From an optimization exercise on the open Yosys and OpenROAD flow, aimed at small area, a short achievable clock period and few clock cycles per item; shortcuts taken in it are not production practice. The RTL was checked by simulation tests, not by an equivalence proof against the original design. Power figures rest on the tool's default switching activity, not on a simulated workload.

Setup of alpha:
==> module lpc_decoder, before the edit <==
module lpc_decoder(
			input wire ACLK,
			input wire ARESET_N,
			input wire[79:0] TDATA,
			input wire TVALID,
			output wire TREADY,
			input wire EN,
			input wire TUSER,
			input wire TLAST,
			output wire[15:0] OUT_DECODED,
			output wire OUT_VALID,
			input wire OUT_READY,
			output wire OUT_LAST,
			output wire OUT_USER
		);
	integer i, j;
	reg [7:0] rm, cm;
	always @(*) begin
		for (i = 0; i < 8; i = i + 1)
			rm[i] = ^TDATA[8*i +: 8] ^ TDATA[64+i];
		for (j = 0; j < 8; j = j + 1) begin
			cm[j] = TDATA[72+j];
			for (i = 0; i < 8; i = i + 1)
				cm[j] = cm[j] ^ TDATA[8*i+j];
		end
	end
	reg [7:0] y_rm, y_cm;
	always @(posedge ACLK) begin
		y_rm <= rm;
		y_cm <= cm;
	end
	reg [7:0] rh, ch;
	reg [2:0] rn, cn;
	always @(*) begin
		for (i = 0; i < 8; i = i + 1) begin
			rh[i] = y_rm[i] & ~|(y_rm >> (i+1));
			ch[i] = y_cm[i] & ~|(y_cm >> (i+1));
		end
		rn = {|rh[7:4], |{rh[7:6], rh[3:2]}, |{rh[7], rh[5], rh[3], rh[1]}};
		cn = {|ch[7:4], |{ch[7:6], ch[3:2]}, |{ch[7], ch[5], ch[3], ch[1]}};
	end
	reg        rdy;        
	reg        r_busy;     
	reg [1:0]  k;          
	reg [63:0] r_d;
	reg        r_user, r_last;
	reg        f_v;        
	reg [2:0]  f_row, f_col;    
	reg [15:0] o_d;
	reg        o_v, o_user, o_last;
	wire acc    = rdy;                         
	wire o_free = ~o_v | OUT_READY;
	wire mv     = r_busy & o_free;             
	wire byp    = acc & o_free;                
	wire r_busy_n = acc | (mv ? ~&k : r_busy);
	wire [3:0] kh = {4{r_busy}} & {k == 2'd3, k == 2'd2, k == 2'd1, k == 2'd0};
	wire [15:0] beat   = {16{acc}} & TDATA[15:0] | {16{kh[0]}} & r_d[15:0] |
	                     {16{kh[1]}} & r_d[31:16] | {16{kh[2]}} & r_d[47:32] |
	                     {16{kh[3]}} & r_d[63:48];
	reg  [15:0] flip_y, flip_f, flip;
	always @(*) begin
		for (j = 0; j < 8; j = j + 1) begin
			flip_y[j]   = EN & rh[0] & ch[j];
			flip_y[8+j] = EN & rh[1] & ch[j];
			flip_f[j]   = f_v & (f_row == {k, 1'b0}) & (f_col == j);
			flip_f[8+j] = f_v & (f_row == {k, 1'b1}) & (f_col == j);
		end
		flip = acc ? flip_y : flip_f;
	end
	wire [15:0] beat_c = beat ^ flip;           
	always @(posedge ACLK or negedge ARESET_N) begin
		if (~ARESET_N) begin
			r_busy <= 1'b0;
			k      <= 2'd0;
			o_v    <= 1'b0;
		end else begin
			if (acc) begin
				r_busy <= 1'b1;
				k      <= {1'b0, byp};
			end else if (mv) begin
				k <= {k[1] ^ k[0], ~k[0]};
				if (&k)
					r_busy <= 1'b0;
			end
			if (byp | mv)
				o_v <= 1'b1;
			else if (OUT_READY)
				o_v <= 1'b0;
		end
	end
	always @(posedge ACLK)
		rdy <= TVALID & ~acc & ~r_busy_n;
	always @(posedge ACLK) begin
		if (acc) begin
			r_d    <= TDATA[63:0];
			r_user <= TUSER;
			r_last <= TLAST;
			f_v    <= EN & |y_rm & |y_cm;
			f_row  <= rn;
			f_col  <= cn;
		end
		if (byp | mv) begin
			o_d    <= {beat_c[7:0], beat_c[15:8]};
			o_user <= acc ? TUSER : kh[0] & r_user;
			o_last <= kh[3] & r_last;
		end
	end
	assign TREADY      = rdy;
	assign OUT_VALID   = o_v;
	assign OUT_DECODED = o_d;
	assign OUT_USER    = o_user;
	assign OUT_LAST    = o_last;
endmodule
clock: 5.0 ns
lec_check: 0
cap_margin: 20
core_margin: 2
core_utilization: 40
setup_slack_margin: 3.0
slew_margin: 20
standard.sh (not shown) runs the stock make flow with config.mk's settings and CLKGATE_MAP_FILE= SYNTH_SCRIPT=/design/flow/synth_recipe.tcl, a recipe that flattens the netlist after the stock synthesis.
==> flow/flow/run.sh <==
#!/bin/bash
# The standard layout (the standard.sh: ORFS synthesis to finish) with three
# changes: port buffers are buf_1 cells instead of the delay cells ORFS picks,
# clock tree synthesis adds no dummy loads, and it may use smaller clock buffers.
# Each make run writes its full output to a log file in this folder.
set -euo pipefail
here=$(pwd)
CTS="-sink_clustering_enable -repair_clock_nets -dont_use_dummy_load"
bash standard.sh \
  BUFFER_PORTS_ARGS="-buffer_cell sky130_fd_sc_hd__buf_1" \
  CTS_ARGS="$CTS" \
  finish > "$here/standard_make.log" 2>&1
Testbench counts of alpha, summed over its fixed seeds: cycles 12,816, items 3,200.
Changes in beta relative to alpha:
==> flow/design.v <==
module lpc_decoder(
			input wire ACLK,
			input wire ARESET_N,
			input wire[79:0] TDATA,
			input wire TVALID,
			output wire TREADY,
			input wire EN,
			input wire TUSER,
			input wire TLAST,
			output wire[15:0] OUT_DECODED,
			output wire OUT_VALID,
			input wire OUT_READY,
			output wire OUT_LAST,
			output wire OUT_USER
		);
	integer i, j;
	reg [7:0] rm, cm;
	always @(*) begin
		for (i = 0; i < 8; i = i + 1)
			rm[i] = ^TDATA[8*i +: 8] ^ TDATA[64+i];
		for (j = 0; j < 8; j = j + 1) begin
			cm[j] = TDATA[72+j];
			for (i = 0; i < 8; i = i + 1)
				cm[j] = cm[j] ^ TDATA[8*i+j];
		end
	end
	reg [7:0] y_rm, y_cm;
	always @(posedge ACLK) begin
		y_rm <= rm;
		y_cm <= cm;
	end
	reg [7:0] rh, ch;
	reg [2:0] rn, cn;
	always @(*) begin
		for (i = 0; i < 8; i = i + 1) begin
			rh[i] = y_rm[i] & ~|(y_rm >> (i+1));
			ch[i] = y_cm[i] & ~|(y_cm >> (i+1));
		end
		rn = {|rh[7:4], |{rh[7:6], rh[3:2]}, |{rh[7], rh[5], rh[3], rh[1]}};
		cn = {|ch[7:4], |{ch[7:6], ch[3:2]}, |{ch[7], ch[5], ch[3], ch[1]}};
	end
	reg        rdy;        
	reg        r_busy;     
	reg [1:0]  k;          
	reg [63:0] r_d;
	reg        r_user, r_last;
	reg        f_v;        
	reg [2:0]  f_row, f_col;    
	reg [15:0] o_d;
	reg        o_v, o_user, o_last;
	wire acc    = rdy;                         
	wire o_free = ~o_v | OUT_READY;
	wire mv     = r_busy & o_free;             
	wire byp    = acc & o_free;                
	wire r_busy_n = acc ? 1'b1 : (mv ? (k != 2'd3) : r_busy);
	wire [15:0] beat_r = k == 2'd0 ? r_d[15:0] : k == 2'd1 ? r_d[31:16] :
	                     k == 2'd2 ? r_d[47:32] : r_d[63:48];
	wire [15:0] beat   = acc ? TDATA[15:0] : beat_r;
	wire        s_v    = acc ? (EN & |y_rm & |y_cm) : f_v;
	wire [2:0]  s_row  = acc ? rn : f_row;
	wire [2:0]  s_col  = acc ? cn : f_col;
	wire [1:0]  s_k    = acc ? 2'd0 : k;
	reg  [15:0] flip;
	always @(*) begin
		for (j = 0; j < 8; j = j + 1) begin
			flip[j]   = s_v & (s_row == {s_k, 1'b0}) & (s_col == j);
			flip[8+j] = s_v & (s_row == {s_k, 1'b1}) & (s_col == j);
		end
	end
	wire [15:0] beat_c = beat ^ flip;           
	always @(posedge ACLK or negedge ARESET_N) begin
		if (~ARESET_N) begin
			r_busy <= 1'b0;
			k      <= 2'd0;
			o_v    <= 1'b0;
		end else begin
			if (acc) begin
				r_busy <= 1'b1;
				k      <= byp ? 2'd1 : 2'd0;
			end else if (mv) begin
				k <= k + 2'd1;
				if (k == 2'd3)
					r_busy <= 1'b0;
			end
			if (byp | mv)
				o_v <= 1'b1;
			else if (OUT_READY)
				o_v <= 1'b0;
		end
	end
	always @(posedge ACLK)
		rdy <= TVALID & ~acc & ~r_busy_n;
	always @(posedge ACLK) begin
		if (acc) begin
			r_d    <= TDATA[63:0];
			r_user <= TUSER;
			r_last <= TLAST;
			f_v    <= EN & |y_rm & |y_cm;
			f_row  <= rn;
			f_col  <= cn;
		end
		if (byp | mv) begin
			o_d    <= {beat_c[7:0], beat_c[15:8]};
			o_user <= acc ? TUSER : (k == 2'd0) & r_user;
			o_last <= acc ? 1'b0 : (k == 2'd3) & r_last;
		end
	end
	assign TREADY      = rdy;
	assign OUT_VALID   = o_v;
	assign OUT_DECODED = o_d;
	assign OUT_USER    = o_user;
	assign OUT_LAST    = o_last;
endmodule
### Flow results
Sort alpha and beta by fraction of area in registers asc -> top: beta
Part of the power in the clock network: alpha and beta compared, lower one is beta
Post-route total power: lower on alpha
beta went all the way through synthesis, placement and routing and the layout is clean on timing, DRC and antenna.
Comparing sum of routed wire length over all layers for alpha and beta, the smaller number came from alpha.
Cell count: beta higher than alpha
Diff alpha -> beta: summed area of non-filler cells in the final layout went up; via count went up.
Looking at area used by multi-input combinational logic, beta sits 15% higher than alpha does.
alpha → beta: first-pass GRT wire length went up about 3%; H-tree level count held; setup slack went down 0.060 ns.
Testbench counts of beta, summed over its fixed seeds: cycles 12,816, items 3,200.

-- separate check: timing with driven ports --
The results above use ideal ports. As a check the final layouts listed here were re-extracted and re-timed, cells and wires unchanged.
Step 1 sets driving cells, clkbuf_16 on the clock port and buf_2 on the other inputs (assumed; they add their load-dependent delay and slew).
Step 2 also shifts input and output timing later by t, the mid clock arrival at the registers, as if the neighbouring blocks saw the same clock.
a / b / c = no drivers / after step 1 / after step 2; a / b = the first two.
run	t, ns	setup WS [ns]	latest minus earliest clock arrival (ns)
alpha	0.367	3.090 / 3.052 / 2.836	0.009 / 0.009
beta	0.371	3.030 / 3.009 / 2.742	0.022 / 0.022
After both steps every run listed still meets setup and hold. For beta, which loses most, drivers alone change the setup slack by -0.021 ns; drivers and shift together by -0.288 ns.
